From an optimization exercise on the open Yosys and OpenROAD flow, aimed at small area; shortcuts taken in it are not production practice. In this exercise RTL edits were held to simulation tests only and were not proved equivalent to the original.

==> flow/design.v, too long to show whole: its modules and the start of the top module <==
// module CORDIC_tanInv_sqrt: 4196 lines
// module fa_m: 4 lines
// module ha_m: 4 lines
module CORDIC_tanInv_sqrt(
    output [15:0] X0,
    output [15:0] Y0,
    output [15:0] Z0,
    input  [15:0] Xin,
    input  [15:0] Yin,
    input  [15:0] Zin,
    input  clk
);
  // ...
==> flow/flow/run.sh <==
#!/bin/bash
# Own flow: the standard layout with the smallest buffer as the port buffer and
# a clock tree without dummy loads.
set -euo pipefail
bash standard.sh BUFFER_PORTS_ARGS="-buffer_cell sky130_fd_sc_hd__buf_1" \
  CTS_ARGS="-sink_clustering_enable -repair_clock_nets -buf_list sky130_fd_sc_hd__clkbuf_4 -sink_clustering_size 10 -sink_clustering_max_diameter 40 -dont_use_dummy_load" finish > standard_flow.log 2>&1
==> flow/standard.sh <==
#!/bin/bash
# synth_recipe.tcl (not shown) runs the flow's synth.tcl, then flattens the netlist and writes it again
# the make line also repeats each setting of config.mk as NAME=value (left out here)
make -C /OpenROAD-flow-scripts/flow DESIGN_CONFIG=/design/flow/config.mk WORK_HOME=/design/flow/orfs CLKGATE_MAP_FILE= SYNTH_SCRIPT=/design/flow/synth_recipe.tcl "${@:-finish}"
==> flow/config.mk <==
export PLATFORM = sky130hd
export DESIGN_NAME = CORDIC_tanInv_sqrt
export DESIGN_NICKNAME = CORDIC_tanInv_sqrt
export VERILOG_FILES = /design/flow/design.v
export SDC_FILE = /design/flow/constraint.sdc
export NUM_CORES = 4
export LEC_CHECK = 0
export CAP_MARGIN = 20
export CORE_MARGIN = 2
export CORE_UTILIZATION = 60
export SLEW_MARGIN = 20
export SYNTH_HIERARCHICAL = 1
==> flow/constraint.sdc <==
create_clock -name core_clock -period 7.0 [get_ports {clk}]
set_input_delay 1.4000 -clock core_clock [delete_from_list [all_inputs] [get_ports {clk}]]
set_output_delay 1.4000 -clock core_clock [all_outputs]
set_load 0.01 [all_outputs]
==> flow_summary.yaml, run 1 <==
critical_path:
  rr_startpoint: "y11_15$_DFF_P_"
  max_stage_delay_ns: 0.43
  path_delay_family: "adder cells"
  path_cells: "xnor2_1 -> fa_1 -> fa_1 -> fa_1 -> fa_1 -> fa_1 -> fa_1 -> fa_1 -> fa_1 -> fa_1 -> fa_1 -> fa_1 -> fa_1 -> fa_1 -> fa_1 -> fa_1 -> xnor2_1"
  crit_required_ns: 7.66
sta:
  clock_skew_ns: 0.0835
  rsz0062_at_grt: "false"
  setup_viol: 0
  worst_pin_slew_ns: 0.890
run_status:
  status: "timing/DRC/antenna clean"
floorplanning:
  placementRows: 82
clocking:
  cts_buffers: 110
  insertion_delay_ns: 0.85
  clock-sinks: 837
final_layout:
  sh_seq_area_pct: 51.9
logic_synthesis:
  synth_cell_types: 12
  ys_warn_count: 7
  synth_flop_cell: "dfxtp_1"
  ys_seq_area_share_pct: 54.9
  syn_inst: 1853
  yosys.area.top_type: "dfxtp_1"
  synth-xor-area-share_pct: 7.18
placement:
  place_congestion: 0.755
  dpl_cell_area_um2: 31500
  io_buffers: 96
worst_hold_path:
  hold_path_class: "flop to flop"
  hold_path_end: "z5_6$_DFF_P_"
route:
  drt-total-wl_mm: 39.1
  drc: 0
global_route:
  grt_usage_pct: 16.6
  met2_usage_pct: 29.4
  grt_start_max_net_pins: 19
==> inputs of run 2 (changes only) <==
--- a/flow/config.mk
+++ b/flow/config.mk
@@ -7,6 +7,6 @@
 export LEC_CHECK = 0
 export CAP_MARGIN = 20
 export CORE_MARGIN = 2
-export CORE_UTILIZATION = 60
+export CORE_UTILIZATION = 30
 export SLEW_MARGIN = 20
 export SYNTH_HIERARCHICAL = 1
==> run 2 against run 1 <==
Via count is 0.52% lower. Maximum frequency shrank 0.20%. Utilization down 31 points. Critical path depth up 1. Sequential cell count unchanged. Sequential share of layout area decreased by 1.4 points. Final area is 2.7% higher. Die area is 98% higher. Cell count rose by 25%.
==> flow_summary.yaml, run 2 <==
global_route:
  grt_pass1_vias: 14800
  grt_overflow: 0
  grt_pass1_wl_mm: 68.6
  grt_start_max_net_pins: 19
  antenna_found_initial: 2
  grt_usage_pct: 8.13
logic_synthesis:
  yosys.area.top_type: "dfxtp_1"
  ys_seq_area_share_pct: 54.9
  synth_edf_count: 0
  ys_ff_latch: 837
  synthArstFlopShare_pct: 0
  syn_inst: 1853
  yosysTopAreaCellShare_pct: 54.9
  ys_warn_count: 7
  synth_flop_cell: "dfxtp_1"
  synth_nets: 2499
  yosys-top-cells-count: "dfxtp_1, fa_1, ha_1"
  synth.avg_cell_area_um2: 16.5
  synth.most_common_cell: "dfxtp_1"
  syn_area_um2: 30500
  synth_area_leaders: "dfxtp_1, fa_1, ha_1"
  synth_cell_types: 12
clocking:
  clockBufferDepth: 3
  insertion_delay_ns: 0.90
  clockRootBuffer: "clkbuf_4"
  path_clk_slew_ns: 0.10
  cts_max_level: 3
  cts_buffers: 109
  cts_tree: "done"
  clock-sinks: 837
placement:
  dpl.cell_count: 3267
  io_buffers: 96
  place_congestion: 0.757
  hpwl_mm: 30.8
sta:
  hold_viol_final: 0
  min_period_ns: 6.77
  worst_pin_slew_ns: 0.919
  fin_crit_sh_pct: 96.7
  max_freq_ghz: 0.148
  setup_viol: 0
  relSlewSlack_pct: 38.3
  rsz0062_at_grt: "false"
  setup-tns-final_ns: 0
  fin_hold_ws_ns: 0.303
  drv_slew: 0
  clock_skew_ns: 0.128
floorplanning:
  die_w_um: 323
  ioPinCount: 97
  die_area_um2: 104000
  core-area_um2: 100000
  placementRows: 116
  start_util_pct: 30.4
  dieHeight_um: 323
route:
  drt-total-wl_mm: 39.1
  drc: 0
  postRouteAntennaNets: 0
  viasPerCell: 3.62
  dr_total_vias: 12200
  drt_iter0_drc: 186
  wl_per_cell_um: 11.6
  first_pass_iters: 3
worst_hold_path:
  hp-start: "z15_3$_DFF_P_"
  hold_path_end: "zo_3$_DFF_P_"
  hold_path_class: "flop to flop"
  holdPathStages: 0
critical_path:
  rrSetupSlack_ns: 0.23
  critical_path_class: "flop to flop"
  crit_fanout: 16
  crit_required_ns: 7.78
  crit_arrival_ns: 7.55
  r2r-end: "e2_15$_DFF_P_"
  endpoint_kind: "flop"
  worstSetupStartpointType: "flop"
  rr_startpoint: "e1_15$_DFF_P_"
  rr_worst_depth: 18
final_layout:
  finalNonFillerCells: 3378
  drive_above_1_share_pct: 7.78
  nets: 2667
  final_cell_mix: "dfxtp_1, fa_1, ha_1"
  syn_to_final_growth_pct: 8.81
  final_common_cell: "dfxtp_1"
run_status:
  status: "timing/DRC/antenna clean"
flow_run:
  cap_violations: 0
## run 2: cell counts after synthesis
Identical to the previous run, type by type.
## run 2: timing repair
item / 4_1_cts / 5_1_grt
resized for setup: 0 / 9
setup buffers: 0 / 0
hold buffers: 0 / 0
setup endpoints to repair: 0 / 11
## run 2: worst max-delay path by stage
stage	from	endpoint	slack, ns	cells past startpoint
2_1_floorplan	e0_15$_DFF_P_	x1_15$_DFF_P_	0.03	19
3_3_place_gp	y14_15$_DFF_P_	y15_15$_DFF_P_	0.17	17
3_5_place_dp	y14_15$_DFF_P_	y15_15$_DFF_P_	0.14	17
4_1_cts	y14_15$_DFF_P_	y15_15$_DFF_P_	0.12	17
5_1_grt	e1_15$_DFF_P_	e2_15$_DFF_P_	0.0008	18
6_report	e1_15$_DFF_P_	e2_15$_DFF_P_	0.23	18
## run 2: per-module statistics from Yosys (local to each module, per instance)
module,cells,cell area (um^2),copies in the design
CORDIC_tanInv_sqrt,1258,19800,1
fa_m,1,20.0,427
ha_m,1,12.5,168
## run 2: cells by family after synthesis
logic type,after synthesis,share of synthesized area [%]
adders and majority gates,597,35.0
DFF,837,54.9
xor gates and xnor gates,248,7.18
buffers and inverters,171,2.87
## run 2: metal layers
| layer | global-route usage [%] | wire length (um) | vias to the layer above |
|---|---|---|---|
| li1 | - | - | 5949 |
| met1 | 8.09 | 14600 | 5994 |
| met2 | 15.7 | 21400 | 194 |
| met3 | 2.25 | 1780 | 97 |
| met4 | 3.35 | 1290 | 0 |
| met5 | 0 | 0 | - |
## run 2: per-stage QoR
stage               util, %  worst slack (ns)  instance area [um^2]
global placement       32.2             0.172                 32300
floorplan                 -            0.0346                 30500
detailed placement     32.2             0.138                 32300
CTS                    33.0             0.123                 33200
global route           33.0          0.000850                 33200
finish                 33.0             0.231                 33200
## run 2: final cells by class
| cell class | count | area, um^2 |
|---|---|---|
| Sequential cell | 837 | 16800 |
| Timing Repair Buffer | 130 | 628 |
| Inverter | 98 | 368 |
| Multi-Input combinational cell | 845 | 12900 |
| Clock buffer | 109 | 818 |
| Tap cell | 1357 | 1700 |
| Fill cell | 9847 | 67300 |
| Antenna cell | 2 | 5.00 |
## run 2: critical path, cell delays in order (launching register included)
cell     delay, ns
dfxtp_1       0.37
buf_12        0.17
xor2_1        0.25
inv_1         0.10
fa_1          0.44
fa_1          0.39
fa_1          0.40
fa_1          0.39
fa_1          0.40
fa_1          0.40
fa_1          0.41
fa_1          0.40
fa_1          0.39
fa_1          0.40
fa_1          0.40
fa_1          0.42
fa_1          0.39
fa_1          0.39
xnor2_1       0.13
==> inputs of run 3 (changes only) <==
--- a/flow/config.mk
+++ b/flow/config.mk
@@ -7,6 +7,6 @@
 export LEC_CHECK = 0
 export CAP_MARGIN = 20
 export CORE_MARGIN = 2
-export CORE_UTILIZATION = 30
+export CORE_UTILIZATION = 80
 export SLEW_MARGIN = 20
 export SYNTH_HIERARCHICAL = 1
==> run 3 against run 2 <==
Still clean on timing, DRC and antenna. Clock skew shrank 0.045 ns. Via count grew 2.5%. First-iteration DRC count grew 56%. Hold slack lost 0.031 ns. Setup slack lost 0.056 ns. Maximum frequency shrank 0.82%. Cell count shrank 25%. Largest cell class unchanged.
==> flow_summary.yaml, run 3 <==
critical_path:
  endpoint_kind: "flop"
  crit_arrival_ns: 7.47
  worstSetupStartpointType: "flop"
  rrSetupSlack_ns: 0.18
  crit_fanout: 3
  crit_required_ns: 7.65
  critical_path_class: "flop to flop"
route:
  drt-total-wl_mm: 42.2
  first_pass_iters: 4
  dr_total_vias: 12500
  postRouteAntennaNets: 0
  drt_iter0_drc: 291
  wl_per_cell_um: 16.7
  viasPerCell: 4.98
  drc: 0
final_layout:
  design_area_um2: 32000
  finalNonFillerCells: 2520
  drive_above_1_share_pct: 7.38
  fill_cells: 1783
  final_cell_mix: "dfxtp_1, fa_1, ha_1"
  syn_to_final_growth_pct: 5.05
  final_common_cell: "dfxtp_1"
  final-seq-area_um2: 16800
  multi_input_area_um2: 12900
  nets: 2654
logic_synthesis:
  syn_inst: 1853
  synth_area_leaders: "dfxtp_1, fa_1, ha_1"
  synth_edf_count: 0
  synth_cell_types: 12
  synth_nets: 2499
  synth.avg_cell_area_um2: 16.5
  synth.most_common_cell: "dfxtp_1"
  syn_area_um2: 30500
  synth_flop_cell: "dfxtp_1"
  yosys.area.top_type: "dfxtp_1"
  ys_seq_area_share_pct: 54.9
  ys_ff_latch: 837
  yosysTopAreaCellShare_pct: 54.9
  synthArstFlopShare_pct: 0
  ys_warn_count: 7
  yosys-top-cells-count: "dfxtp_1, fa_1, ha_1"
placement:
  place_congestion: 0.819
  pre_cts_ws_ns: -0.0206
  hpwl_mm: 34.0
  io_buffers: 96
  dpl_cell_area_um2: 31300
  dpl.cell_count: 2418
global_route:
  grt_pass1_vias: 14900
  grt_pass1_wl_mm: 71.4
  grt_usage_pct: 23.9
  antenna_found_initial: 3
  grt_overflow: 0
  grt_start_max_net_pins: 19
sta:
  setup_viol: 0
  relSlewSlack_pct: 31.4
  drv_slew: 0
  min_period_ns: 6.82
  setup-tns-final_ns: 0
  hold_viol_final: 0
  layout_setup_ws_ns: 0.175
  max_freq_ghz: 0.147
  clock_skew_ns: 0.0827
  fin_hold_ws_ns: 0.272
  fin_crit_sh_pct: 97.5
  worst_pin_slew_ns: 1.02
clocking:
  cts_buffers: 99
  hold_buffers: 0
  cts_tree: "done"
  clockBufferDepth: 3
  clockRootBuffer: "clkbuf_4"
  clock-sinks: 837
  path_clk_slew_ns: 0.10
  cts_max_level: 3
  insertion_delay_ns: 0.82
floorplanning:
  core-area_um2: 37600
  start_util_pct: 81.2
  ioPinCount: 97
  die_area_um2: 39700
  dieHeight_um: 199
  die_w_um: 199
  placementRows: 71
worst_hold_path:
  hold_path_class: "flop to flop"
run_status:
  status: "timing/DRC/antenna clean"
flow_run:
  cap_violations: 0
[run 3: cell counts after synthesis]
Identical to the previous run, type by type.
[run 3: critical path: stages, from the launching register on]
cell	delay, ns
dfxtp_1	0.41
xnor2_1	0.12
fa_1	0.41
fa_1	0.40
fa_1	0.40
fa_1	0.39
fa_1	0.40
fa_1	0.41
fa_1	0.40
fa_1	0.41
fa_1	0.42
fa_1	0.41
fa_1	0.40
fa_1	0.39
fa_1	0.39
fa_1	0.39
fa_1	0.40
xnor2_1	0.13
[run 3: what timing repair did]
action                                  4_1_cts  5_1_grt
endpoints found under the setup margin        1        9
gates resized for setup                       1       14
buffers inserted                              0        0
gates cloned                                  0        0
[run 3: per-module statistics from Yosys (local to each module, per instance)]
module              cell area [um^2]  flops+latches
ha_m                            12.5              0
fa_m                            20.0              0
CORDIC_tanInv_sqrt             19800            837
[run 3: per-stage QoR]
step,utilization (%)
after CTS,85.1
after detailed placement,83.2
after global placement,83.2
after global routing,85.3
final,85.3
after floorplan,-
[run 3: final timing paths]
| path | from | endpoint | cells after the start |
|---|---|---|---|
| worst max-delay path | y7_15$_DFF_P_ | y8_15$_DFF_P_ | 17 |
| worst max register to register | y7_15$_DFF_P_ | y8_15$_DFF_P_ | 17 |
| worst min register to register | z15_1$_DFF_P_ | zo_1$_DFF_P_ | 0 |
| worst min-delay path | z15_1$_DFF_P_ | zo_1$_DFF_P_ | 0 |
[run 3: cell type report]
cell class	instances	area share [%]
antenna	3	0.0234
clock buffer	99	2.32
inverter	98	1.15
multi-input combinational	845	40.3
sequential	837	52.3
tap	511	2.00
timing repair buffer	127	1.86
[run 3: layer usage]
layer  global-route usage [%]  vias up  part of all wire, %
li1                         -     5926                    -
met1                     27.1     6332                   38
met2                     44.5      208                   56
met3                     5.10       79                  4.0
met4                     8.54        0                  2.6
met5                        0        -                    0
[run 3: cells by family after synthesis]
logic type	after synthesis	synth area share (%)
XOR/XNOR	248	7.18
flip-flops	837	54.9
buffers and inverters	171	2.87
adder cells (fa/ha/maj)	597	35.0
==> inputs of run 4 (changes only) <==
--- a/flow/config.mk
+++ b/flow/config.mk
@@ -7,6 +7,9 @@
 export LEC_CHECK = 0
 export CAP_MARGIN = 20
 export CORE_MARGIN = 2
-export CORE_UTILIZATION = 80
+export CORE_UTILIZATION = 45
+export CTS_BUF_LIST = sky130_fd_sc_hd__clkbuf_4
+export CTS_CLUSTER_DIAMETER = 40
+export CTS_CLUSTER_SIZE = 10
 export SLEW_MARGIN = 20
 export SYNTH_HIERARCHICAL = 1
==> run 4 against run 3 <==
Still clean. Synthesized cell count is the same. Sequential share of layout area shrank 0.96 points. Sequential cell count is the same. Critical endpoint is now y11_15$_DFF_P_. Largest cell class unchanged. Highest routed layer unchanged.
==> flow_summary.yaml, run 4 <==
run_status:
  status: "timing/DRC/antenna clean"
global_route:
  grt_start_max_net_pins: 19
  grt_pass1_wl_mm: 68.6
  antenna_found_initial: 1
  grt_overflow: 0
  grt_pass1_vias: 14600
  grt.busiest_layer: "met2"
  use_met1_pct: 12.5
  grt_usage_pct: 12.3
  gr-usage-met3_pct: 3.09
  met2_usage_pct: 24.0
critical_path:
  crit_top_cell: "fa_1"
  endpoint_kind: "flop"
  crit_arrival_ns: 7.53
  max_stage_delay_ns: 0.42
  rr_worst_depth: 17
  crit_required_ns: 7.73
  worstSetupStartpointType: "flop"
  crit_fanout: 3
  cp_slowest_cell: "fa_1"
  path_cells: "xnor2_1 -> fa_1 -> fa_1 -> fa_1 -> fa_1 -> fa_1 -> fa_1 -> fa_1 -> fa_1 -> fa_1 -> fa_1 -> fa_1 -> fa_1 -> fa_1 -> fa_1 -> fa_1 -> xnor2_1"
  critical_path_class: "flop to flop"
clocking:
  hold_buffers: 0
  insertion_delay_ns: 0.90
  postCtsSetupBuffers: 0
  cts_tree: "done"
  clock-sinks: 837
  cts_max_level: 3
  clockRootBuffer: "clkbuf_4"
  post_cts_resized: 0
  cts_buffers: 114
  clockBufferDepth: 3
  path_clk_slew_ns: 0.10
sta:
  drv_slew: 0
  setup_viol: 0
  clock_skew_ns: 0.122
  worst_pin_slew_ns: 0.886
  max_freq_ghz: 0.147
  min_period_ns: 6.79
  relSlewSlack_pct: 40.5
  rsz0062_at_grt: "false"
  hold_viol_final: 0
  fin_crit_sh_pct: 97.0
  setup-tns-final_ns: 0
logic_synthesis:
  syn_area_um2: 30500
  synth_cell_types: 12
  syn_inst: 1853
  yosys-top-cells-count: "dfxtp_1, fa_1, ha_1"
  synth_area_leaders: "dfxtp_1, fa_1, ha_1"
  synth_flop_cell: "dfxtp_1"
  synth_edf_count: 0
  ys_ff_latch: 837
  synth_nets: 2499
  ys_seq_area_share_pct: 54.9
  ys_warn_count: 7
  synthArstFlopShare_pct: 0
  yosys.area.top_type: "dfxtp_1"
  synth.most_common_cell: "dfxtp_1"
  yosysTopAreaCellShare_pct: 54.9
  synth.avg_cell_area_um2: 16.5
route:
  viasPerCell: 4.27
  postRouteAntennaNets: 0
  drt_iter0_drc: 238
  drc: 0
  first_pass_iters: 4
  dr_total_vias: 12400
  drt-total-wl_mm: 39.3
  wl_per_cell_um: 13.6
floorplanning:
  ioPinCount: 97
  placementRows: 95
  die_area_um2: 69900
  dieHeight_um: 264
  die_w_um: 264
  start_util_pct: 45.4
  core-area_um2: 67200
placement:
  place_congestion: 0.765
  hpwl_mm: 31.1
  io_buffers: 96
final_layout:
  syn_to_final_growth_pct: 7.01
  nets: 2669
  fill_cells: 5814
  final_cell_mix: "dfxtp_1, fa_1, ha_1"
  final_common_cell: "dfxtp_1"
  utilization_pct: 48.6
  drive_above_1_share_pct: 8.21
worst_hold_path:
  holdPathStages: 0
  hold_path_class: "flop to flop"
flow_run:
  cap_violations: 0
-- run 4: changes by cell type in the layout (fill, tap and decap cells not counted), sizes merged --
cell	change
clkbuf	+16
diode	-2
buf	-1
-- run 4: worst max-delay path, delay by kind of cell, from the launching register on --
family / cells / cell delay (ns)
adder cells (fa/ha/maj): 15 / 5.98
flip-flops: 1 / 0.35
XOR/XNOR: 2 / 0.28
-- run 4: logic make-up after synthesis --
family / after synthesis / synth area share (%)
buf+inv: 171 / 2.87
xor+xnor: 248 / 7.18
flops: 837 / 54.9
fa+ha+maj: 597 / 35.0
-- run 4: worst paths after layout --
path / from / to / slack (ns)
max: y10_15$_DFF_P_ / y11_15$_DFF_P_ / 0.21
min: z13_0$_DFF_P_ / z14_0$_DFF_P_ / 0.26
max reg2reg: y10_15$_DFF_P_ / y11_15$_DFF_P_ / 0.21
min reg2reg: z13_0$_DFF_P_ / z14_0$_DFF_P_ / 0.26
-- run 4: final cells by class --
type | instances | area (um^2) | area share [%]
diodes | 1 | 2.50 | 0.00767
clock buffers | 114 | 856 | 2.62
inverters | 98 | 368 | 1.13
multi-input cells | 845 | 12900 | 39.6
flip-flops and latches | 837 | 16800 | 51.4
well taps | 873 | 1090 | 3.35
repair buffers | 127 | 616 | 1.89
-- run 4: metal layers --
layer / wire, um / vias up / share of wire, %
met5: 0 / - / 0
met1: 14600 / 6124 / 37
met3: 1800 / 75 / 4.6
li1: - / 5973 / -
met2: 22000 / 183 / 56
met4: 943 / 0 / 2.4
-- run 4: through the flow --
stage	cells	worst slack, ns	cell area [um^2]	hold WS (ns)
floorplan	1853	0.0346	30500	0.310
global placement	2779	0.127	31700	0.310
detailed placement	2779	0.107	31700	0.312
CTS	2893	0.0922	32600	0.260
global route	2895	0.00703	32600	0.250
finish	2895	0.208	32600	0.259
-- run 4: per-module statistics from Yosys, one instance, submodules excluded --
module	area (um^2)	cells	flip-flops and latches	copies in the design
ha_m	12.5	1	0	168
fa_m	20.0	1	0	427
CORDIC_tanInv_sqrt	19800	1258	837	1
==> inputs of run 5 (changes only) <==
--- a/flow/config.mk
+++ b/flow/config.mk
@@ -7,9 +7,6 @@
 export LEC_CHECK = 0
 export CAP_MARGIN = 20
 export CORE_MARGIN = 2
-export CORE_UTILIZATION = 45
-export CTS_BUF_LIST = sky130_fd_sc_hd__clkbuf_4
-export CTS_CLUSTER_DIAMETER = 40
-export CTS_CLUSTER_SIZE = 10
+export CORE_UTILIZATION = 75
 export SLEW_MARGIN = 20
 export SYNTH_HIERARCHICAL = 1
==> run 5 against run 4 <==
Still clean. Final area is 1.8% lower. Clock skew is 0.0010 ns lower. Setup slack better by 0.013 ns. Synthesized cell count stayed put. Register-to-register slack hardly changed. Maximum frequency is 0.19% higher. Utilization is 32 points higher. Non-clock buffer count stayed put. Die area is 39% lower. First-iteration DRC count is 33% higher.
==> flow_summary.yaml, run 5 <==
clocking:
  clockBufferDepth: 3
  insertion_delay_ns: 0.84
  path_clk_slew_ns: 0.09
  clockRootBuffer: "clkbuf_4"
  cts_max_level: 3
  cts_tree: "done"
  postCtsSetupBuffers: 0
  hold_buffers: 0
  clock-sinks: 837
  cts_buffers: 99
logic_synthesis:
  yosysTopAreaCellShare_pct: 54.9
  synthAdderAreaFrac_pct: 35.0
  ys_warn_count: 7
  synthArstFlopShare_pct: 0
  synthSimpleGateAreaFrac_pct: 0
  synth_edf_count: 0
  synth_flop_cell: "dfxtp_1"
  syn_area_um2: 30500
  syn_inst: 1853
  yosys.area.top_type: "dfxtp_1"
  ys_ff_latch: 837
  ys_seq_area_share_pct: 54.9
  synth_nets: 2499
  synth_mux_area_share_pct: 0
  synth_area_leaders: "dfxtp_1, fa_1, ha_1"
  yosys-top-cells-count: "dfxtp_1, fa_1, ha_1"
  synth_top_family_by_area: "adder cells"
  synth.most_common_cell: "dfxtp_1"
  synth_compound_area_share_pct: 0
  synth-xor-area-share_pct: 7.18
  synth_cell_types: 12
  synth.avg_cell_area_um2: 16.5
floorplanning:
  die_area_um2: 42300
  ioPinCount: 97
  start_util_pct: 76.4
  dieHeight_um: 206
  placementRows: 73
  core-area_um2: 39900
  die_w_um: 206
worst_hold_path:
  hold_path_class: "flop to flop"
  hold_path_end: "z5_0$_DFF_P_"
  holdPathStages: 0
  hp-start: "z4_0$_DFF_P_"
final_layout:
  nets: 2654
  design_area_um2: 32000
  final_common_cell: "dfxtp_1"
  drive_above_1_share_pct: 7.03
  final_cell_mix: "dfxtp_1, fa_1, ha_1"
  utilization_pct: 80.3
  syn_to_final_growth_pct: 5.08
critical_path:
  crit_fanout: 3
  critical_path_class: "flop to flop"
  crit_arrival_ns: 7.47
  rrSetupSlack_ns: 0.22
  endpoint_kind: "flop"
  worstSetupStartpointType: "flop"
  rr_worst_depth: 17
  startpoint: "x15_15$_DFF_P_"
  crit_required_ns: 7.69
  r2r-end: "yo_15$_DFF_P_"
  rr_startpoint: "x15_15$_DFF_P_"
sta:
  clock_skew_ns: 0.121
  setup_viol: 0
  drv_slew: 0
  rsz0062_at_grt: "false"
  setup-tns-final_ns: 0
  max_freq_ghz: 0.148
  relSlewSlack_pct: 41.0
  fin_hold_ws_ns: 0.282
  fin_crit_sh_pct: 96.9
  min_period_ns: 6.78
  worst_pin_slew_ns: 0.879
  hold_viol_final: 0
  layout_setup_ws_ns: 0.220
global_route:
  grt_pass1_vias: 14500
  grt_overflow: 0
  grt_usage_pct: 21.0
  grt_start_max_net_pins: 19
  antenna_found_initial: 3
  grt_pass1_wl_mm: 68.0
route:
  wl_per_cell_um: 15.6
  postRouteAntennaNets: 0
  first_pass_iters: 4
  drt_iter0_drc: 316
  drt-total-wl_mm: 39.6
  dr_total_vias: 12300
  drc: 0
  viasPerCell: 4.86
placement:
  place_congestion: 0.818
  pre_cts_ws_ns: 0.136
  io_buffers: 96
  dpl_cell_area_um2: 31300
  hpwl_mm: 31.5
flow_run:
  cap_violations: 0
run_status:
  status: "timing/DRC/antenna clean"
-- run 5: what timing repair did --
action,in CTS,in global routing
gates resized for setup,0,7
hold endpoints to repair,0,0
setup endpoints to repair,0,5
-- run 5: metal layers --
metal | vias to the layer above | wire (um) | part of all wire, % | global-route usage, %
met3 | 84 | 1340 | 3.4 | 4.47
met4 | 0 | 1110 | 2.8 | 7.79
li1 | 5921 | - | - | -
met1 | 6137 | 15900 | 40 | 24.6
met5 | - | 0 | 0 | 0
met2 | 167 | 21200 | 54 | 37.9
-- run 5: how the worst max path moves through the flow --
stage | end | slack (ns)
floorplan | x1_15$_DFF_P_ | 0.03
global placement | y15_15$_DFF_P_ | 0.25
detailed placement | y15_15$_DFF_P_ | 0.14
CTS | y15_15$_DFF_P_ | 0.11
global route | y15_15$_DFF_P_ | 0.006
finish | yo_15$_DFF_P_ | 0.22
-- run 5: per-module statistics from Yosys (local to each module, per instance) --
| module | cells | cell area [um^2] |
|---|---|---|
| ha_m | 1 | 12.5 |
| CORDIC_tanInv_sqrt | 1258 | 19800 |
| fa_m | 1 | 20.0 |
-- run 5: cell type report --
| type | instances | area, um^2 |
|---|---|---|
| sequential | 837 | 16800 |
| multi-input combinational | 845 | 12900 |
| fill | 2241 | 7870 |
| clock buffer | 99 | 743 |
| tap | 525 | 657 |
| timing repair buffer | 127 | 597 |
| inverter | 98 | 368 |
| antenna | 3 | 7.51 |
-- run 5: through the flow --
stage	std cells
finish	2534
global route	2533
CTS	2531
detailed placement	2432
global placement	2432
floorplan	1853
-- run 5: cells by family (layout without fill, tap and decap cells) --
| group | after synthesis | after routing |
|---|---|---|
| other cells | 0 | 3 |
| buf+inv | 171 | 324 |
| flops | 837 | 837 |
| fa+ha+maj | 597 | 597 |
| xor+xnor | 248 | 248 |
-- run 5: worst max-delay path: stages, from the launching register on --
cell	delay [ns]
dfxtp_1	0.43
xnor2_2	0.11
fa_1	0.43
fa_1	0.41
fa_1	0.41
fa_1	0.42
fa_1	0.39
fa_1	0.39
fa_1	0.39
fa_1	0.39
fa_1	0.40
fa_1	0.39
fa_1	0.41
fa_1	0.39
fa_1	0.40
fa_1	0.40
fa_1	0.39
xnor2_1	0.13
==> inputs of run 6 (changes only) <==
--- a/flow/config.mk
+++ b/flow/config.mk
@@ -7,6 +7,6 @@
 export LEC_CHECK = 0
 export CAP_MARGIN = 20
 export CORE_MARGIN = 2
-export CORE_UTILIZATION = 75
+export CORE_UTILIZATION = 70
 export SLEW_MARGIN = 20
 export SYNTH_HIERARCHICAL = 1
==> run 6 against run 5 <==
Highest routed layer unchanged. First-iteration DRC count shrank 8.9%. Still clean on timing, DRC and antenna. Hold slack gained 0.027 ns. Setup slack gained 0.025 ns. Synthesized area is the same. Register-to-register slack gained 0.03 ns. Maximum frequency grew 0.38%. Non-clock buffer count is the same. Wire length shrank 2.2%.
==> flow_summary.yaml, run 6 <==
route:
  dr_total_vias: 12300
  postRouteAntennaNets: 0
  viasPerCell: 4.73
  drc: 0
  drt_iter0_drc: 288
  met1_length_mm: 15.9
  wl_per_cell_um: 14.9
  wl_met3_mm: 1.57
  drt-total-wl_mm: 38.7
  dr_wl_met2_mm: 20.2
  top_layer: "met4"
  first_pass_iters: 4
clocking:
  cts_tree: "done"
  clockRootBuffer: "clkbuf_4"
  cts_buffers: 103
  insertion_delay_ns: 0.81
  postCtsSetupBuffers: 0
  path_clk_slew_ns: 0.11
  cts_max_level: 3
  clock-sinks: 837
  clockBufferDepth: 3
worst_hold_path:
  holdPathStages: 0
  hp-start: "z1_3$_DFF_P_"
  hold_path_class: "flop to flop"
  hold_path_end: "z2_3$_DFF_P_"
run_status:
  status: "timing/DRC/antenna clean"
critical_path:
  worstSetupStartpointType: "flop"
  crit_required_ns: 7.71
  cp_slowest_cell: "fa_1"
  crit_fanout: 4
  max_stage_delay_ns: 0.43
  rr_startpoint: "y8_15$_DFF_P_"
  endpoint_kind: "flop"
  rr_worst_depth: 17
  rrSetupSlack_ns: 0.25
  r2r-end: "y9_15$_DFF_P_"
  critical_path_class: "flop to flop"
  crit_top_cell: "fa_1"
  crit_arrival_ns: 7.47
  path_cells: "xnor2_1 -> fa_1 -> fa_1 -> fa_1 -> fa_1 -> fa_1 -> fa_1 -> fa_1 -> fa_1 -> fa_1 -> fa_1 -> fa_1 -> fa_1 -> fa_1 -> fa_1 -> fa_1 -> xnor2_1"
global_route:
  grt_pass1_wl_mm: 67.3
  grt_overflow: 0
  grt_usage_pct: 19.4
  grt_pass1_vias: 14200
  grt_start_max_net_pins: 19
  antenna_found_initial: 1
logic_synthesis:
  yosys-top-cells-count: "dfxtp_1, fa_1, ha_1"
  synthArstFlopShare_pct: 0
  yosys.area.top_type: "dfxtp_1"
  synth_nets: 2499
  synth.most_common_cell: "dfxtp_1"
  syn_area_um2: 30500
  ys_ff_latch: 837
  synth_edf_count: 0
  synth_cell_types: 12
  synth_flop_cell: "dfxtp_1"
  synth.avg_cell_area_um2: 16.5
  synth_area_leaders: "dfxtp_1, fa_1, ha_1"
  yosysTopAreaCellShare_pct: 54.9
  ys_seq_area_share_pct: 54.9
  syn_inst: 1853
  ys_warn_count: 7
sta:
  hold_viol_final: 0
  rsz0062_at_grt: "false"
  max_freq_ghz: 0.148
  relSlewSlack_pct: 31.9
  worst_pin_slew_ns: 1.01
  setup-tns-final_ns: 0
  fin_crit_sh_pct: 96.5
  clock_skew_ns: 0.0730
  setup_viol: 0
  drv_slew: 0
  min_period_ns: 6.75
placement:
  io_buffers: 96
  dpl.cell_count: 2492
  hpwl_mm: 30.9
  place_congestion: 0.783
floorplanning:
  die_area_um2: 45300
  dieHeight_um: 213
  die_w_um: 213
  start_util_pct: 70.8
  ioPinCount: 97
  placementRows: 76
  core-area_um2: 43100
flow_run:
  cap_violations: 0
final_layout:
  final_common_cell: "dfxtp_1"
  nets: 2658
  finalNonFillerCells: 2596
  drive_above_1_share_pct: 7.36
  utilization_pct: 74.6
  final_cell_mix: "dfxtp_1, fa_1, ha_1"
  syn_to_final_growth_pct: 5.39
[run 6: cell types whose count changed in the layout (fill, tap and decap cells not counted)]
cell	delta
clkbuf_4	+4
dfxtp_1	-2
dfxtp_2	+2
diode_2	-2
fa_1	-2
fa_2	+2
buf_4	+1
buf_6	-1
xnor2_1	+1
xnor2_2	-1
[run 6: through the flow]
stage | hold slack (ns) | setup slack [ns] | area [um^2]
after floorplan | 0.310 | 0.0346 | 30500
after global placement | 0.310 | 0.232 | 31300
final | 0.310 | 0.246 | 32100
after detailed placement | 0.312 | 0.0926 | 31300
after CTS | 0.322 | 0.0689 | 32100
after global routing | 0.317 | 0.00865 | 32100
[run 6: worst max-delay path by stage]
stage                                end            from
after floorplan            x1_15$_DFF_P_   e0_15$_DFF_P_
after global placement    y15_15$_DFF_P_  y14_15$_DFF_P_
after detailed placement  y15_15$_DFF_P_  y14_15$_DFF_P_
after CTS                 y15_15$_DFF_P_  y14_15$_DFF_P_
after global routing       y7_15$_DFF_P_    x6_6$_DFF_P_
final                      y9_15$_DFF_P_   y8_15$_DFF_P_
[run 6: final cells by class]
type | instances | area [um^2]
antenna | 1 | 2.50
clock buffer | 103 | 773
fill | 2800 | 10900
inverter | 98 | 368
multi-input combinational | 845 | 12900
sequential | 837 | 16800
tap | 585 | 732
timing repair buffer | 127 | 593
[run 6: per-layer routing]
layer / vias up / global-route usage (%)
met5: - / 0
met4: 0 / 7.69
met3: 72 / 3.96
met2: 167 / 34.3
met1: 6126 / 23.4
li1: 5920 / -
[run 6: critical path, delay by kind of cell, from the launching register on]
| family | cells | cell delay (ns) |
|---|---|---|
| xor+xnor | 2 | 0.26 |
| flops | 1 | 0.42 |
| fa+ha+maj | 15 | 6.01 |
[run 6: per-module statistics from Yosys, one instance, submodules excluded]
| module | area [um^2] | cells inside | times used | flip-flops and latches |
|---|---|---|---|---|
| fa_m | 20.0 | 1 | 427 | 0 |
| CORDIC_tanInv_sqrt | 19800 | 1258 | 1 | 837 |
| ha_m | 12.5 | 1 | 168 | 0 |
[run 6: cells by family (layout without fill, tap and decap cells)]
group | Yosys count | after routing | share of synthesized area [%]
flip-flops | 837 | 837 | 54.9
adder cells (fa/ha/maj) | 597 | 597 | 35.0
XOR/XNOR | 248 | 248 | 7.18
buffers and inverters | 171 | 328 | 2.87
other | 0 | 1 | 0
[run 6: what timing repair did]
action,in CTS,in global routing
resized for setup,0,10
hold buffers,0,0
setup endpoints to repair,0,7
==> inputs of run 7 (changes only) <==
--- a/flow/config.mk
+++ b/flow/config.mk
@@ -5,8 +5,8 @@
 export SDC_FILE = /design/flow/constraint.sdc
 export NUM_CORES = 4
 export LEC_CHECK = 0
-export CAP_MARGIN = 20
+export CAP_MARGIN = 0
 export CORE_MARGIN = 2
 export CORE_UTILIZATION = 70
-export SLEW_MARGIN = 20
+export SLEW_MARGIN = 0
 export SYNTH_HIERARCHICAL = 1
==> run 7 against run 6 <==
Still clean. Synthesized area unchanged. Maximum frequency unchanged.
==> flow_summary.yaml, run 7 <==
logic_synthesis:
  synth_cell_types: 12
  yosys-top-cells-count: "dfxtp_1, fa_1, ha_1"
  synthArstFlopShare_pct: 0
  yosys.area.top_type: "dfxtp_1"
  yosysTopAreaCellShare_pct: 54.9
  syn_area_um2: 30500
  synth.most_common_cell: "dfxtp_1"
  ys_ff_latch: 837
  ys_warn_count: 7
  synth_area_leaders: "dfxtp_1, fa_1, ha_1"
  synth_edf_count: 0
  synth_nets: 2499
  ys_seq_area_share_pct: 54.9
  synth.avg_cell_area_um2: 16.5
  synth_flop_cell: "dfxtp_1"
  syn_inst: 1853
clocking:
  clock-sinks: 837
  cts_max_level: 3
  clockBufferDepth: 3
  path_clk_slew_ns: 0.11
  cts_buffers: 103
  hold_buffers: 0
  post_cts_resized: 0
  postCtsSetupBuffers: 0
  insertion_delay_ns: 0.81
  cts_tree: "done"
  clockRootBuffer: "clkbuf_4"
sta:
  rsz0062_at_grt: "false"
  drv_slew: 0
  setup_viol: 0
  clock_skew_ns: 0.0730
  hold_viol_final: 0
  fin_crit_sh_pct: 96.5
  min_period_ns: 6.75
  max_freq_ghz: 0.148
  worst_pin_slew_ns: 1.01
  fin_hold_ws_ns: 0.310
  relSlewSlack_pct: 31.9
  setup-tns-final_ns: 0
final_layout:
  design_area_um2: 32100
  syn_to_final_growth_pct: 5.39
  nets: 2658
  drive_above_1_share_pct: 7.36
  final_cell_mix: "dfxtp_1, fa_1, ha_1"
  final_common_cell: "dfxtp_1"
critical_path:
  path_cells: "xnor2_1 -> fa_1 -> fa_1 -> fa_1 -> fa_1 -> fa_1 -> fa_1 -> fa_1 -> fa_1 -> fa_1 -> fa_1 -> fa_1 -> fa_1 -> fa_1 -> fa_1 -> fa_1 -> xnor2_1"
  cp_slowest_cell: "fa_1"
  path_delay_family: "adder cells"
  crit_fanout: 4
  crit_arrival_ns: 7.47
  crit_top_cell: "fa_1"
  max_stage_delay_ns: 0.43
  crit_required_ns: 7.71
  cp_num_buf_inv: 0
  critical_path_class: "flop to flop"
  endpoint_kind: "flop"
  worstSetupStartpointType: "flop"
route:
  top_layer: "met4"
  drt_iter0_drc: 288
  drc: 0
  postRouteAntennaNets: 0
  first_pass_iters: 4
  met1_length_mm: 15.9
  drt-total-wl_mm: 38.7
  dr_wl_met2_mm: 20.2
  wl_met3_mm: 1.57
  dr_total_vias: 12300
  wl_per_cell_um: 14.9
  viasPerCell: 4.73
floorplanning:
  ioPinCount: 97
  placementRows: 76
  core-area_um2: 43100
  start_util_pct: 70.8
  die_area_um2: 45300
  dieHeight_um: 213
  die_w_um: 213
placement:
  place_congestion: 0.783
  io_buffers: 96
  dpl_cell_area_um2: 31300
  hpwl_mm: 30.9
global_route:
  grt_usage_pct: 19.4
  grt_overflow: 0
  grt_pass1_vias: 14200
  grt_pass1_wl_mm: 67.3
  antenna_found_initial: 1
  grt_start_max_net_pins: 19
flow_run:
  cap_violations: 0
worst_hold_path:
  hold_path_class: "flop to flop"
run_status:
  status: "timing/DRC/antenna clean"
[run 7: cell counts in the layout (fill, tap and decap cells not counted)]
No cell type changed its count.
[run 7: final timing paths]
kind | start | to | slack (ns) | cells after the start
hold / removal | z1_3$_DFF_P_ | z2_3$_DFF_P_ | 0.31 | 0
setup reg to reg | y8_15$_DFF_P_ | y9_15$_DFF_P_ | 0.25 | 17
setup / recovery | y8_15$_DFF_P_ | y9_15$_DFF_P_ | 0.25 | 17
hold reg to reg | z1_3$_DFF_P_ | z2_3$_DFF_P_ | 0.31 | 0
[run 7: modules after synthesis (local to each module, per instance)]
| module | area, um^2 | flip-flops and latches | times used |
|---|---|---|---|
| CORDIC_tanInv_sqrt | 19800 | 837 | 1 |
| fa_m | 20.0 | 0 | 427 |
| ha_m | 12.5 | 0 | 168 |
[run 7: area by class of cell]
type / count / area [um^2]
flip-flops and latches: 837 / 16800
inverters: 98 / 368
multi-input cells: 845 / 12900
fillers: 2800 / 10900
well taps: 585 / 732
repair buffers: 127 / 593
clock buffers: 103 / 773
diodes: 1 / 2.50
[run 7: metrics by stage]
step | util, % | instances | setup slack [ns]
2_1_floorplan | - | 1853 | 0.0346
3_3_place_gp | 72.8 | 2492 | 0.232
3_5_place_dp | 72.8 | 2492 | 0.0926
4_1_cts | 74.6 | 2595 | 0.0689
5_1_grt | 74.6 | 2596 | 0.00865
6_report | 74.6 | 2596 | 0.246
[run 7: worst reg2reg max path: cells and delay by family, from the launching register on]
family,cells,cell delay (ns)
fa+ha+maj,15,6.02
xor+xnor,2,0.26
flops,1,0.42
[run 7: kinds of logic after synthesis]
logic type | share of synthesized area (%)
XOR/XNOR | 7.18
adder cells (fa/ha/maj) | 35.0
buffers and inverters | 2.87
flip-flops | 54.9
[run 7: layer usage]
layer / track usage [%] / vias to the layer above
li1: - / 5920
met3: 3.96 / 72
met5: 0 / -
met4: 7.69 / 0
met1: 23.4 / 6126
met2: 34.3 / 167
==> inputs of run 8 (changes only) <==
--- a/flow/config.mk
+++ b/flow/config.mk
@@ -5,8 +5,8 @@
 export SDC_FILE = /design/flow/constraint.sdc
 export NUM_CORES = 4
 export LEC_CHECK = 0
-export CAP_MARGIN = 0
+export CAP_MARGIN = 10
 export CORE_MARGIN = 2
 export CORE_UTILIZATION = 70
-export SLEW_MARGIN = 0
+export SLEW_MARGIN = 10
 export SYNTH_HIERARCHICAL = 1
==> run 8 against run 7 <==
Still clean on timing, DRC and antenna. Global-route usage unchanged. First-iteration DRC count unchanged. Cell count unchanged. Count of clock-buffer cells in the layout unchanged. Sequential share of layout area unchanged. Register-to-register slack about the same. Wire length unchanged. Critical path depth unchanged. Via count unchanged. Setup slack unchanged.
==> flow_summary.yaml, run 8 <==
run_status:
  status: "timing/DRC/antenna clean"
logic_synthesis:
  syn_inst: 1853
  synth.avg_cell_area_um2: 16.5
  yosysTopAreaCellShare_pct: 54.9
  ys_seq_area_share_pct: 54.9
  yosys.area.top_type: "dfxtp_1"
  ys_ff_latch: 837
  synth_flop_cell: "dfxtp_1"
  ys_warn_count: 7
  synth_area_leaders: "dfxtp_1, fa_1, ha_1"
  synth_cell_types: 12
  synthArstFlopShare_pct: 0
  yosys-top-cells-count: "dfxtp_1, fa_1, ha_1"
  syn_area_um2: 30500
  synth.most_common_cell: "dfxtp_1"
  synth_nets: 2499
  synth_edf_count: 0
critical_path:
  critical_path_class: "flop to flop"
  rr_startpoint: "y8_15$_DFF_P_"
  crit_top_cell: "fa_1"
  max_stage_delay_ns: 0.43
  crit_required_ns: 7.71
  cp_num_cells: 17
  rrSetupSlack_ns: 0.25
  rr_worst_depth: 17
  crit_arrival_ns: 7.47
  path_delay_family: "adder cells"
  worstSetupStartpointType: "flop"
  r2r-end: "y9_15$_DFF_P_"
  crit_path_end: "y9_15$_DFF_P_"
  crit_fanout: 4
  startpoint: "y8_15$_DFF_P_"
  path_cells: "xnor2_1 -> fa_1 -> fa_1 -> fa_1 -> fa_1 -> fa_1 -> fa_1 -> fa_1 -> fa_1 -> fa_1 -> fa_1 -> fa_1 -> fa_1 -> fa_1 -> fa_1 -> fa_1 -> xnor2_1"
  cp_slowest_cell: "fa_1"
  cp_num_buf_inv: 0
  endpoint_kind: "flop"
route:
  drc: 0
  drt-total-wl_mm: 38.7
  dr_wl_met2_mm: 20.2
  viasPerCell: 4.73
  met1_length_mm: 15.9
  wl_per_cell_um: 14.9
  postRouteAntennaNets: 0
  dr_total_vias: 12300
  drt_iter0_drc: 288
  top_layer: "met4"
  first_pass_iters: 4
  wl_met3_mm: 1.57
global_route:
  grt_pass1_wl_mm: 67.3
  antenna_found_initial: 1
  grt_pass1_vias: 14200
  grt_start_max_net_pins: 19
  grt_overflow: 0
  grt_usage_pct: 19.4
final_layout:
  syn_to_final_growth_pct: 5.39
  drive_above_1_share_pct: 7.36
  fill_cells: 2800
  final_common_cell: "dfxtp_1"
  final_cell_mix: "dfxtp_1, fa_1, ha_1"
  nets: 2658
sta:
  setup-tns-final_ns: 0
  fin_crit_sh_pct: 96.5
  drv_slew: 0
  clock_skew_ns: 0.0730
  rsz0062_at_grt: "false"
  hold_viol_final: 0
  worst_pin_slew_ns: 1.01
  relSlewSlack_pct: 31.9
  max_freq_ghz: 0.148
  min_period_ns: 6.75
  setup_viol: 0
clocking:
  cts_buffers: 103
  clockBufferDepth: 3
  path_clk_slew_ns: 0.11
  post_cts_resized: 0
  postCtsSetupBuffers: 0
  cts_tree: "done"
  cts_max_level: 3
  clock-sinks: 837
  hold_buffers: 0
  insertion_delay_ns: 0.81
  clockRootBuffer: "clkbuf_4"
placement:
  place_congestion: 0.783
  hpwl_mm: 30.9
  io_buffers: 96
worst_hold_path:
  holdPathStages: 0
  hold_path_class: "flop to flop"
floorplanning:
  ioPinCount: 97
  start_util_pct: 70.8
  die_w_um: 213
  placementRows: 76
  dieHeight_um: 213
  core-area_um2: 43100
  die_area_um2: 45300
flow_run:
  cap_violations: 0
[run 8: cell counts in the layout (fill, tap and decap cells not counted)]
No cell type changed its count.
[run 8: how the worst min path moves through the flow]
stage | from | endpoint | slack, ns
CTS | z1_3$_DFF_P_ | z2_3$_DFF_P_ | 0.32
floorplan | b10_11_0$_DFF_P_ | b10_12_0$_DFF_P_ | 0.31
global route | z1_3$_DFF_P_ | z2_3$_DFF_P_ | 0.32
global placement | z15_0$_DFF_P_ | zo_0$_DFF_P_ | 0.31
detailed placement | b10_12_0$_DFF_P_ | b10_13_0$_DFF_P_ | 0.31
finish | z1_3$_DFF_P_ | z2_3$_DFF_P_ | 0.31
[run 8: modules after synthesis, one instance, submodules excluded]
module / copies in the design / flops+latches
CORDIC_tanInv_sqrt: 1 / 837
fa_m: 427 / 0
ha_m: 168 / 0
[run 8: layout make-up]
class	instances	area (um^2)	area share, %
clock buffers	103	773	2.41
inverters	98	368	1.14
diodes	1	2.50	0.00779
flip-flops and latches	837	16800	52.2
repair buffers	127	593	1.85
well taps	585	732	2.28
multi-input cells	845	12900	40.2
[run 8: cells by family (layout without fill, tap and decap cells)]
kind of cell	Yosys count	count (layout)	synth area share (%)
fa+ha+maj	597	597	35.0
other cells	0	1	0
flops	837	837	54.9
buf+inv	171	328	2.87
xor+xnor	248	248	7.18
[run 8: metal layers]
layer | global-route usage (%) | up-vias
li1 | - | 5920
met1 | 23.4 | 6126
met2 | 34.3 | 167
met3 | 3.96 | 72
met4 | 7.69 | 0
met5 | 0 | -
[run 8: metrics by stage]
step	util, %	setup WS, ns	cells	hold WS [ns]	area, um^2
3_5_place_dp	72.8	0.0926	2492	0.312	31300
2_1_floorplan	-	0.0346	1853	0.310	30500
3_3_place_gp	72.8	0.232	2492	0.310	31300
5_1_grt	74.6	0.00865	2596	0.317	32100
4_1_cts	74.6	0.0689	2595	0.322	32100
6_report	74.6	0.246	2596	0.310	32100
==> inputs of run 9 (changes only) <==
==> flow/flow/run.sh (replaced) <==
#!/bin/bash
# Own flow: the standard layout with the smallest buffer as the port buffer and
# a clock tree without dummy loads.
set -euo pipefail
bash standard.sh BUFFER_PORTS_ARGS="-buffer_cell sky130_fd_sc_hd__buf_1" \
  CTS_ARGS="-sink_clustering_enable -repair_clock_nets -buf_list sky130_fd_sc_hd__clkbuf_4 -sink_clustering_size 12 -sink_clustering_max_diameter 40 -dont_use_dummy_load" finish > standard_flow.log 2>&1
--- a/flow/config.mk
+++ b/flow/config.mk
@@ -5,8 +5,11 @@
 export SDC_FILE = /design/flow/constraint.sdc
 export NUM_CORES = 4
 export LEC_CHECK = 0
-export CAP_MARGIN = 10
+export CAP_MARGIN = 20
 export CORE_MARGIN = 2
-export CORE_UTILIZATION = 70
-export SLEW_MARGIN = 10
+export CORE_UTILIZATION = 45
+export CTS_BUF_LIST = sky130_fd_sc_hd__clkbuf_4
+export CTS_CLUSTER_DIAMETER = 40
+export CTS_CLUSTER_SIZE = 10
+export SLEW_MARGIN = 20
 export SYNTH_HIERARCHICAL = 1
==> run 9 against run 8 <==
Utilization fell by 26 points. Final area up 1.5%. Die area rose by 54%. Critical endpoint is now y11_15$_DFF_P_. Critical path type unchanged. Count of clock-buffer cells in the layout is 6 higher. Clock skew is 0.044 ns higher. Register-to-register slack worse by 0.03 ns. Via count increased by 0.46%.
==> flow_summary.yaml, run 9 <==
global_route:
  grt_overflow: 0
  grt_start_max_net_pins: 19
  grt_usage_pct: 12.3
  antenna_found_initial: 2
  grt_pass1_vias: 14500
  grt_pass1_wl_mm: 68.5
clocking:
  cts_max_level: 3
  path_clk_slew_ns: 0.11
  insertion_delay_ns: 0.89
  cts_buffers: 109
  cts_tree: "done"
  clockBufferDepth: 3
  postCtsSetupBuffers: 0
  clock-sinks: 837
  clockRootBuffer: "clkbuf_4"
final_layout:
  nets: 2664
  syn_to_final_growth_pct: 6.98
  design_area_um2: 32600
  drive_above_1_share_pct: 7.99
  utilization_pct: 48.6
  final_cell_mix: "dfxtp_1, fa_1, ha_1"
  fill_cells: 5816
  final_common_cell: "dfxtp_1"
floorplanning:
  start_util_pct: 45.4
  core-area_um2: 67200
  ioPinCount: 97
  dieHeight_um: 264
  die_w_um: 264
  die_area_um2: 69900
  placementRows: 95
critical_path:
  rrSetupSlack_ns: 0.22
  startpoint: "y10_15$_DFF_P_"
  worstSetupStartpointType: "flop"
  critical_path_class: "flop to flop"
  crit_required_ns: 7.73
  endpoint_kind: "flop"
  crit_path_end: "y11_15$_DFF_P_"
  rr_worst_depth: 17
  rr_startpoint: "y10_15$_DFF_P_"
  crit_arrival_ns: 7.51
  r2r-end: "y11_15$_DFF_P_"
  crit_fanout: 3
logic_synthesis:
  yosys-top-cells-count: "dfxtp_1, fa_1, ha_1"
  ys_seq_area_share_pct: 54.9
  synthArstFlopShare_pct: 0
  synth_flop_cell: "dfxtp_1"
  synth_nets: 2499
  yosys.area.top_type: "dfxtp_1"
  synth.avg_cell_area_um2: 16.5
  ys_warn_count: 7
  syn_area_um2: 30500
  synth_edf_count: 0
  synth_cell_types: 12
  syn_inst: 1853
  synth_area_leaders: "dfxtp_1, fa_1, ha_1"
  ys_ff_latch: 837
  synth.most_common_cell: "dfxtp_1"
  yosysTopAreaCellShare_pct: 54.9
sta:
  max_freq_ghz: 0.147
  setup-tns-final_ns: 0
  setup_viol: 0
  rsz0062_at_grt: "false"
  worst_pin_slew_ns: 0.872
  hold_viol_final: 0
  drv_slew: 0
  fin_crit_sh_pct: 96.9
  min_period_ns: 6.78
  relSlewSlack_pct: 41.4
  clock_skew_ns: 0.117
route:
  drc: 0
  drt-total-wl_mm: 39.2
  wl_per_cell_um: 13.5
  drt_iter0_drc: 225
  first_pass_iters: 4
  postRouteAntennaNets: 0
  dr_total_vias: 12300
  viasPerCell: 4.26
flow_run:
  cap_violations: 0
placement:
  hpwl_mm: 31.1
  io_buffers: 96
  place_congestion: 0.765
  dpl_cell_area_um2: 31700
run_status:
  status: "timing/DRC/antenna clean"
worst_hold_path:
  hold_path_class: "flop to flop"
-- run 9: cell counts after synthesis --
No cell type changed its count.
-- run 9: stage by stage --
stage,hold slack (ns),instances,setup WS [ns]
2_1_floorplan,0.310,1853,0.0346
3_3_place_gp,0.310,2779,0.127
4_1_cts,0.288,2888,0.0938
5_1_grt,0.288,2894,0.00828
3_5_place_dp,0.312,2779,0.107
6_report,0.282,2894,0.220
-- run 9: critical path, stage by stage, from the launching register on --
cell and delay [ns]:
dfxtp_2 0.35, xnor2_1 0.14, fa_1 0.42, fa_1 0.40
fa_1 0.39, fa_1 0.41, fa_1 0.40, fa_1 0.40
fa_1 0.39, fa_1 0.39, fa_1 0.40, fa_1 0.39
fa_1 0.39, fa_1 0.40, fa_1 0.39, fa_1 0.39
fa_1 0.42, xnor2_1 0.14
-- run 9: modules after synthesis, one instance, submodules excluded --
module              flip-flops and latches  area, um^2  cells inside
CORDIC_tanInv_sqrt                     837       19800          1258
fa_m                                     0        20.0             1
ha_m                                     0        12.5             1
-- run 9: worst min-delay path by stage --
| stage | slack, ns | depth (start not counted) | from | end |
|---|---|---|---|---|
| 6_report | 0.28 | 0 | z8_4$_DFF_P_ | z9_4$_DFF_P_ |
| 3_3_place_gp | 0.31 | 0 | z8_9$_DFF_P_ | z9_9$_DFF_P_ |
| 2_1_floorplan | 0.31 | 0 | b10_11_0$_DFF_P_ | b10_12_0$_DFF_P_ |
| 4_1_cts | 0.29 | 0 | z8_4$_DFF_P_ | z9_4$_DFF_P_ |
| 3_5_place_dp | 0.31 | 0 | z10_0$_DFF_P_ | z11_0$_DFF_P_ |
| 5_1_grt | 0.29 | 0 | z8_4$_DFF_P_ | z9_4$_DFF_P_ |
-- run 9: cell families after synthesis --
logic type | count (synthesis) | share of synthesized area (%)
flip-flops | 837 | 54.9
adder cells (fa/ha/maj) | 597 | 35.0
XOR/XNOR | 248 | 7.18
buffers and inverters | 171 | 2.87
-- run 9: cell type report --
type | instances | area, um^2 | share of cell area (%)
multi-input cells | 845 | 12900 | 39.7
repair buffers | 127 | 619 | 1.90
inverters | 98 | 368 | 1.13
diodes | 5 | 12.5 | 0.0383
clock buffers | 109 | 818 | 2.51
flip-flops and latches | 837 | 16800 | 51.4
well taps | 873 | 1090 | 3.35
-- run 9: layer usage --
layer	track usage [%]	up-vias	wire, um
met5	0	-	0
met4	4.78	0	1180
met3	3.02	105	1690
met2	23.8	177	21700
met1	12.6	6097	14600
li1	-	5962	-
-- run 9: what timing repair did --
action,in CTS,in global routing
gates resized for setup,0,19
setup endpoints to repair,0,12
hold buffers,0,0
==> inputs of run 10 (changes only) <==
==> flow/flow/run.sh (replaced) <==
#!/bin/bash
# Own flow: the standard layout with the smallest buffer as the port buffer and
# a clock tree without dummy loads.
set -euo pipefail
bash standard.sh BUFFER_PORTS_ARGS="-buffer_cell sky130_fd_sc_hd__buf_1" \
  CTS_ARGS="-sink_clustering_enable -repair_clock_nets -buf_list sky130_fd_sc_hd__clkbuf_4 -sink_clustering_size 11 -sink_clustering_max_diameter 45 -dont_use_dummy_load" finish > standard_flow.log 2>&1
--- a/flow/config.mk
+++ b/flow/config.mk
@@ -7,9 +7,6 @@
 export LEC_CHECK = 0
 export CAP_MARGIN = 20
 export CORE_MARGIN = 2
-export CORE_UTILIZATION = 45
-export CTS_BUF_LIST = sky130_fd_sc_hd__clkbuf_4
-export CTS_CLUSTER_DIAMETER = 40
-export CTS_CLUSTER_SIZE = 10
+export CORE_UTILIZATION = 60
 export SLEW_MARGIN = 20
 export SYNTH_HIERARCHICAL = 1
==> run 10 against run 9 <==
Still clean. Clock skew fell by 0.036 ns. Cell count fell by 7.5%. Hold slack improved by 0.020 ns. Sequential cell count did not move. Synthesized area did not move. Largest cell class unchanged.
==> flow_summary.yaml, run 10 <==
critical_path:
  crit_required_ns: 7.69
  cp_slowest_cell: "dfxtp_1"
  endpoint_kind: "flop"
  crit_fanout: 4
  max_stage_delay_ns: 0.41
  critical_path_class: "flop to flop"
  crit_top_cell: "fa_1"
  rrSetupSlack_ns: 0.22
  worstSetupStartpointType: "flop"
  crit_arrival_ns: 7.47
  cp_num_buf_inv: 0
  r2r-end: "y9_15$_DFF_P_"
  path_delay_family: "adder cells"
  rr_worst_depth: 17
  rr_startpoint: "y8_15$_DFF_P_"
  path_cells: "xnor2_1 -> fa_1 -> fa_1 -> fa_1 -> fa_1 -> fa_1 -> fa_1 -> fa_1 -> fa_1 -> fa_1 -> fa_1 -> fa_1 -> fa_1 -> fa_1 -> fa_1 -> fa_1 -> xnor2_1"
logic_synthesis:
  yosys-top-cells-count: "dfxtp_1, fa_1, ha_1"
  ys_seq_area_share_pct: 54.9
  synth.most_common_cell: "dfxtp_1"
  synth_cell_types: 12
  synth_nets: 2499
  ys_ff_latch: 837
  ys_warn_count: 7
  synth_area_leaders: "dfxtp_1, fa_1, ha_1"
  synth_edf_count: 0
  yosys.area.top_type: "dfxtp_1"
  yosysTopAreaCellShare_pct: 54.9
  syn_area_um2: 30500
  synth.avg_cell_area_um2: 16.5
  synthArstFlopShare_pct: 0
  synth_flop_cell: "dfxtp_1"
  syn_inst: 1853
sta:
  relSlewSlack_pct: 41.5
  setup_viol: 0
  max_freq_ghz: 0.147
  rsz0062_at_grt: "false"
  setup-tns-final_ns: 0
  drv_slew: 0
  fin_crit_sh_pct: 96.9
  min_period_ns: 6.78
  worst_pin_slew_ns: 0.872
  hold_viol_final: 0
  clock_skew_ns: 0.0815
global_route:
  grt_start_max_net_pins: 19
  grt_pass1_wl_mm: 68.6
  grt_overflow: 0
  grt_pass1_vias: 14300
  grt_usage_pct: 16.5
  antenna_found_initial: 1
route:
  drc: 0
  first_pass_iters: 4
  drt_iter0_drc: 257
  drt-total-wl_mm: 38.9
  wl_per_cell_um: 14.5
  postRouteAntennaNets: 0
  dr_total_vias: 12200
  viasPerCell: 4.57
final_layout:
  fill_cells: 3731
  nets: 2651
  final_cell_mix: "dfxtp_1, fa_1, ha_1"
  syn_to_final_growth_pct: 5.53
  final_common_cell: "dfxtp_1"
  utilization_pct: 64.2
  drive_above_1_share_pct: 6.84
  multi_input_area_um2: 12900
  final-seq-area_um2: 16800
placement:
  io_buffers: 96
  place_congestion: 0.755
  hpwl_mm: 31.1
run_status:
  status: "timing/DRC/antenna clean"
flow_run:
  cap_violations: 0
clocking:
  cts_max_level: 3
  path_clk_slew_ns: 0.10
  cts_buffers: 94
  postCtsSetupBuffers: 0
  cts_tree: "done"
  insertion_delay_ns: 0.83
  clockBufferDepth: 3
  clockRootBuffer: "clkbuf_4"
  hold_buffers: 0
  clock-sinks: 837
floorplanning:
  ioPinCount: 97
  placementRows: 82
  dieHeight_um: 229
  die_area_um2: 52600
  die_w_um: 229
  core-area_um2: 50200
  start_util_pct: 60.8
worst_hold_path:
  hp-start: "z8_3$_DFF_P_"
  hold_path_end: "z9_3$_DFF_P_"
  holdPathStages: 0
  hold_path_class: "flop to flop"
run 10: changes by cell type in the layout (fill, tap and decap cells not counted), moves of 3 or more:
cell	delta
fa_2	-4
diode_2	-3
fa_1	+4
clkbuf_4	-15
dfxtp_1	+3
buf_4	+6
run 10: per-layer routing:
| layer | up-vias | share of wire (%) | global-route usage (%) |
|---|---|---|---|
| li1 | 5931 | - | - |
| met1 | 6068 | 41 | 19.8 |
| met2 | 150 | 52 | 29.4 |
| met3 | 79 | 3.7 | 3.80 |
| met4 | 0 | 2.8 | 5.44 |
| met5 | - | 0 | 0 |
run 10: cell families (layout without fill, tap and decap cells):
kind of cell / Yosys count / count (layout) / synth area share, %
xor+xnor: 248 / 248 / 7.18
other cells: 0 / 2 / 0
fa+ha+maj: 597 / 597 / 35.0
buf+inv: 171 / 321 / 2.87
flops: 837 / 837 / 54.9
run 10: layout make-up:
cell class	count	share of cell area, %
inverter	98	1.14
sequential	837	52.1
timing repair buffer	129	1.89
clock buffer	94	2.19
antenna	2	0.0155
tap	672	2.61
multi-input combinational	845	40.1
run 10: per-module statistics from Yosys, one instance, submodules excluded:
module | cells inside | flops+latches | cell area [um^2] | copies in the design
CORDIC_tanInv_sqrt | 1258 | 837 | 19800 | 1
fa_m | 1 | 0 | 20.0 | 427
ha_m | 1 | 0 | 12.5 | 168
run 10: worst max path at each step:
stage	start	endpoint	slack, ns	depth (start not counted)
floorplan	e0_15$_DFF_P_	x1_15$_DFF_P_	0.03	19
global placement	y14_15$_DFF_P_	y15_15$_DFF_P_	0.21	17
detailed placement	y9_15$_DFF_P_	y10_15$_DFF_P_	0.15	17
CTS	e4_15$_DFF_P_	e5_15$_DFF_P_	0.10	17
global route	y13_15$_DFF_P_	y14_15$_DFF_P_	0.006	17
finish	y8_15$_DFF_P_	y9_15$_DFF_P_	0.22	17
run 10: timing repair:
action | CTS | global route
endpoints found under the setup margin | 0 | 5
resized for setup | 0 | 5
endpoints found under the hold margin | 0 | 0
run 10: stage by stage:
stage	cells	instance area [um^2]	setup slack [ns]	hold slack, ns
2_1_floorplan	1853	30500	0.0346	0.310
3_3_place_gp	2581	31500	0.212	0.310
3_5_place_dp	2581	31500	0.149	0.312
4_1_cts	2675	32200	0.100	0.283
5_1_grt	2677	32200	0.00641	0.286
6_report	2677	32200	0.219	0.302

==> separate check: timing with driven ports <==
The flow's constraints put no driver on any port. The routed layouts listed below were extracted and timed again, unchanged, in two steps. Step 1 (the two cells are an assumption about what drives the block):
set clk [get_ports {clk}]
set_driving_cell -lib_cell sky130_fd_sc_hd__clkbuf_16 $clk
set_driving_cell -lib_cell sky130_fd_sc_hd__buf_2 [delete_from_list [all_inputs] $clk]
Step 2 times the ports against the registers' clock, not the clock port: input delays grow and output delays shrink by t, the midpoint of the rising clock arrivals with the driver on. Slacks: no drivers / after step 1 / after step 2; pairs: no drivers / after step 1.
run | t (ns) | setup slack, ns | worst data-port slew with drivers (ns)
run 1 | 0.842 | 0.244 / 0.244 / 0.244 | 0.03
run 2 | 0.893 | 0.231 / 0.231 / 0.231 | 0.04
run 3 | 0.837 | 0.175 / 0.175 / 0.175 | 0.04
run 4 | 0.881 | 0.208 / 0.208 / 0.208 | 0.03
run 5 | 0.831 | 0.220 / 0.220 / 0.220 | 0.04
run 6 | 0.838 | 0.246 / 0.246 / 0.246 | 0.04
run 7 | 0.838 | 0.246 / 0.246 / 0.246 | 0.04
run 8 | 0.838 | 0.246 / 0.246 / 0.246 | 0.04
run 9 | 0.885 | 0.220 / 0.220 / 0.220 | 0.03
run 10 | 0.848 | 0.219 / 0.219 / 0.219 | 0.03
After both steps setup and hold are still met in every run listed.
